Source: an optimization exercise on an open RTL-to-GDS flow (aim: small area). Production flows keep margins and buffers that such runs may drop. Where RTL was checked, it was by simulation tests only, not by an equivalence proof against the original. The flow treats the clock pin as an ideal source, which a real chip does not have. Power is estimated from default activity; no workload was simulated.

trial 40:
==> module processing_unit, before the edit <==
module processing_unit(
    input clock,
    input reset,
    input start,
    output input_req,
    input [(6 - 1) : 0] input_val,
    input input_ready,
    input [(2 * 2 * 6 - 1) : 0] weight_vals,
    output [(6 - 1) : 0] output_val,
    output output_valid,
    output done
);
    reg run_f;
    reg [5:0] c;
    reg [1:0] width_index, height_index;
    wire run     = run_f;
    wire c_is3   = (c == 6'd3);
    wire last    = run_f & c_is3;
    wire [2:0] st = c[2:0];
    wire s_frame = !run_f && (st == 3'd1);
    wire s_inc   = !run_f && (st == 3'd5);
    wire last_px = (width_index == 2'd3) && (height_index == 2'd3);
    assign input_req = !run_f && (st == 3'd2);
    assign done = !run_f && (st == 3'd6);
    assign output_valid = !run_f && (st == 3'd4) && (width_index != 2'd0) && (height_index != 2'd0);
    wire c_inc = run_f || (st == 3'd1) || (st == 3'd3) || (st == 3'd4)
              || ((st == 3'd2) && input_ready) || ((st == 3'd0) && start)
              || ((st == 3'd5) && last_px);
    always @(posedge clock) begin
        if (reset || (!run_f && (st == 3'd6)))
            c <= 6'd0;
        else if (!run_f && (st == 3'd5) && !last_px)
            c <= 6'd2;
        else
            c <= c ^ {c_inc & (&c[4:0]), c_inc & (&c[3:0]), c_inc & (&c[2:0]),
                      c_inc & (&c[1:0]), c_inc & c[0], c_inc};
        run_f <= !reset && (run_f ^ c_is3);
    end
    always @(posedge clock) begin
        if (s_frame)
            {height_index, width_index} <= 4'd0;
        else begin
            width_index[0] <= width_index[0] ^ s_inc;
            width_index[1] <= width_index[1] ^ (s_inc & width_index[0]);
            height_index[0] <= height_index[0] ^ (s_inc & (&width_index));
            height_index[1] <= height_index[1] ^ (s_inc & (&width_index) & height_index[0]);
        end
    end
    function automatic ge6(input [5:0] a, input [5:0] b);
        integer k;
        begin
            ge6 = 1'b1;
            for (k = 0; k < 6; k = k + 1)
                ge6 = (a[k] ^ b[k]) ? a[k] : ge6;
        end
    endfunction
    wire half_cnt = c[0];
    reg [6:1] g;
    always @(posedge clock) begin
        if (reset)
            g <= 6'd10;
        else if (run)
            g <= {g[5:1], g[6] ~^ g[5]};
    end
    reg [7:1] q;
    wire q_en = run && !((width_index == 2'd3) && last);
    always @(posedge clock) begin
        if (s_frame)
            q[6:1] <= 6'd25;
        else if (q_en)
            q[6:1] <= {q[5:1], q[6] ~^ q[5]};
        if (q_en)
            q[7] <= q[6];
    end
    wire [5:0] l3 = q[6:1];
    wire [5:0] l4 = q[7:2];
    wire h3 = (6'd32 >= l3);
    wire h4 = (6'd32 >= l4);
    wire in_x = ge6(input_val, g);
    wire mx10 = ge6(weight_vals[12 +: 6], l3) ~^ in_x;
    wire mx11 = ge6(weight_vals[18 +: 6], l4) ~^ in_x;
    wire ry00 = (width_index == 2'd2) ? height_index[1] : h3;
    reg ry01, x10, y10, x11, y11;
    always @(posedge clock) begin
        if (s_frame) begin
            {ry01, x11, y11} <= 3'd0;
        end else if (run && (height_index != 2'd0)) begin
            if (width_index != 2'd3) begin
                ry01 <= ry00 ~^ h3;
                x10 <= mx10 ~^ ry01;
                y10 <= ry01 ~^ h3;
            end
            if (width_index != 2'd0) begin
                x11 <= half_cnt ? (mx11 ~^ y10) : x10;
                y11 <= y10 ~^ h4;
            end
        end
    end
    reg [5:0] ne;
    wire sc_est = ge6(~g, ne);
    wire est_max = (ne == 6'd0);
    wire est_min = (ne == 6'd63);
    wire up = (~est_max) & (x11 | est_min);
    wire cnt_en = x11 ^ (y11 ~^ sc_est);
    reg [6:0] ne_t;
    integer k;
    always @(*) begin
        ne_t[0] = run & cnt_en;
        for (k = 0; k < 6; k = k + 1)
            ne_t[k + 1] = ne_t[k] & (ne[k] ^ up);
    end
    always @(posedge clock) begin
        if (reset)
            ne <= 6'd63;
        else
            ne <= ne ^ ne_t[5:0];
    end
    assign output_val = ne;
endmodule
export LEC_CHECK = 0
export CAP_MARGIN = 20
export CORE_MARGIN = 2
export CORE_UTILIZATION = 70
export SLEW_MARGIN = 20
create_clock -name core_clock -period 6.0 [get_ports {clock}]
standard.sh (not shown) runs the stock make flow with config.mk's settings and CLKGATE_MAP_FILE= SYNTH_SCRIPT=/design/flow/synth_recipe.tcl, a recipe that flattens the netlist after the stock synthesis.
==> flow/flow/run.sh <==
#!/bin/bash
# Standard layout, except:
# - port buffers are plain buf_1 cells;
# - the clock tree is a single clock buffer driving every register, built by
#   flow/cts_one_buffer.tcl in place of ORFS's CTS step.
set -euo pipefail
export BUFFER_PORTS_ARGS="-buffer_cell sky130_fd_sc_hd__buf_1"
bash standard.sh place > standard_place.log 2>&1
R=orfs/results/${FLOW_PLATFORM}/processing_unit/base
export RESULTS_DIR=$PWD/$R
export CLKBUF_CELL=${CLKBUF_CELL:-sky130_fd_sc_hd__clkbuf_8}
export CLKBUF_COUNT=${CLKBUF_COUNT:-2}
openroad -no_init -exit flow/cts_one_buffer.tcl > cts_one_buffer.log 2>&1
cp $R/4_1_cts.odb $R/4_cts.odb
touch $R/4_cts.sdc
bash standard.sh finish > standard_finish.log 2>&1
Other scripts of this flow, unchanged in this note and not shown: flow/flow/cts_one_buffer.tcl
Modified inputs, build 98 compared to trial 40
diff --git a/flow/design.v b/flow/design.v
--- a/flow/design.v
+++ b/flow/design.v
@@ -10,31 +10,45 @@
     output output_valid,
     output done
 );
-    reg run_f;
-    reg [5:0] c;
+    localparam  WAIT_FOR_START = 3'd0,
+                RESET_SIGNALS = 3'd1,
+                WAIT_FOR_INPUT = 3'd2,
+                INIT_SIGNALS = 3'd3,
+                WAIT_FOR_ZERO = 3'd4,
+                OUTPUT_IS_READY = 3'd5,
+                INDEX_INCREMENT = 3'd6,
+                DONE_FLAG = 3'd7;
+    reg [2:0] state, next_state;
+    reg [5:0] sc_count;
     reg [1:0] width_index, height_index;
-    wire run     = run_f;
-    wire c_is3   = (c == 6'd3);
-    wire last    = run_f & c_is3;
-    wire [2:0] st = c[2:0];
-    wire s_frame = !run_f && (st == 3'd1);
-    wire s_inc   = !run_f && (st == 3'd5);
-    wire last_px = (width_index == 2'd3) && (height_index == 2'd3);
-    assign input_req = !run_f && (st == 3'd2);
-    assign done = !run_f && (st == 3'd6);
-    assign output_valid = !run_f && (st == 3'd4) && (width_index != 2'd0) && (height_index != 2'd0);
-    wire c_inc = run_f || (st == 3'd1) || (st == 3'd3) || (st == 3'd4)
-              || ((st == 3'd2) && input_ready) || ((st == 3'd0) && start)
-              || ((st == 3'd5) && last_px);
+    wire s_frame = (state == RESET_SIGNALS);
+    wire run     = (state == WAIT_FOR_ZERO);
+    wire s_inc   = (state == INDEX_INCREMENT);
+    wire last    = (sc_count == 6'd63);
+    assign input_req = (state == WAIT_FOR_INPUT);
+    assign done = (state == DONE_FLAG);
+    assign output_valid = (state == OUTPUT_IS_READY) && (width_index != 2'd0) && (height_index != 2'd0);
+    always @(*) begin
+        case (state)
+            WAIT_FOR_START:  next_state = start ? RESET_SIGNALS : WAIT_FOR_START;
+            RESET_SIGNALS:   next_state = WAIT_FOR_INPUT;
+            WAIT_FOR_INPUT:  next_state = input_ready ? INIT_SIGNALS : WAIT_FOR_INPUT;
+            INIT_SIGNALS:    next_state = WAIT_FOR_ZERO;
+            WAIT_FOR_ZERO:   next_state = last ? OUTPUT_IS_READY : WAIT_FOR_ZERO;
+            OUTPUT_IS_READY: next_state = INDEX_INCREMENT;
+            INDEX_INCREMENT: next_state = ((width_index == 2'd3) && (height_index == 2'd3)) ? DONE_FLAG : WAIT_FOR_INPUT;
+            default:         next_state = WAIT_FOR_START;
+        endcase
+    end
     always @(posedge clock) begin
-        if (reset || (!run_f && (st == 3'd6)))
-            c <= 6'd0;
-        else if (!run_f && (st == 3'd5) && !last_px)
-            c <= 6'd2;
+        if (reset)
+            state <= WAIT_FOR_START;
         else
-            c <= c ^ {c_inc & (&c[4:0]), c_inc & (&c[3:0]), c_inc & (&c[2:0]),
-                      c_inc & (&c[1:0]), c_inc & c[0], c_inc};
-        run_f <= !reset && (run_f ^ c_is3);
+            state <= next_state;
+    end
+    always @(posedge clock) begin
+        sc_count <= {6{run}} & (sc_count ^ {&sc_count[4:0], &sc_count[3:0], &sc_count[2:0],
+                                            &sc_count[1:0], sc_count[0], 1'b1});
     end
     always @(posedge clock) begin
         if (s_frame)
@@ -54,7 +68,7 @@
                 ge6 = (a[k] ^ b[k]) ? a[k] : ge6;
         end
     endfunction
-    wire half_cnt = c[0];
+    wire half_cnt = sc_count[0];
     reg [6:1] g;
     always @(posedge clock) begin
         if (reset)
==> comparison <==
- Build 98 vs trial 40, final period demand of the worst path went down by 0.40 ns.
- Between build 98 and trial 40, it is build 98 whose critical path depth is lower, by 1.
- Summary of build 98 over trial 40: met3 wirelength from detailed routing rose by about 23%; power now smaller; sequential share of layout area shows an increase of 2.1 points.
- Build 98 has completed all stages; timing, DRC and antenna checks passed.
- Trial 40 has lower footprint of the flip-flops and latches than build 98.
- Taking trial 40 as the reference, in build 98 utilization fell 0.92 points; least setup slack across all paths after layout now larger; non-clock buffer total of the final layout saw an increase.
- Of build 98 and trial 40, it is build 98 that has the lower effective utilization at floorplan.
For trial 40, only the layout was checked, not whether the RTL still works.

-- what the ideal ports hide --
The results above use ideal ports. As a check the final layouts listed here were re-extracted and re-timed, cells and wires unchanged.
Step 1: set_driving_cell puts a clkbuf_16 on clock and a buf_2 on each other input, an assumption about the parent block.
Step 2 times the ports against the registers' clock, not the clock port: input delays grow and output delays shrink by t, the midpoint of the rising clock arrivals with the driver on.
a / b / c = no drivers / after step 1 / after step 2; a / b = the first two.
run | t, ns | slack for setup (ns) | slew at the worst register clock pin (ns) | pins driven straight from the clock port
trial 40 | 0.193 | 2.826 / 2.841 / 2.648 | 0.11 / 0.11 | 2
build 98 | 0.199 | 3.228 / 3.243 / 3.045 | 0.12 / 0.12 | 2
After both steps every run listed still meets setup and hold. For build 98, which loses most, drivers alone change the setup slack by +0.015 ns; drivers and shift together by -0.183 ns.
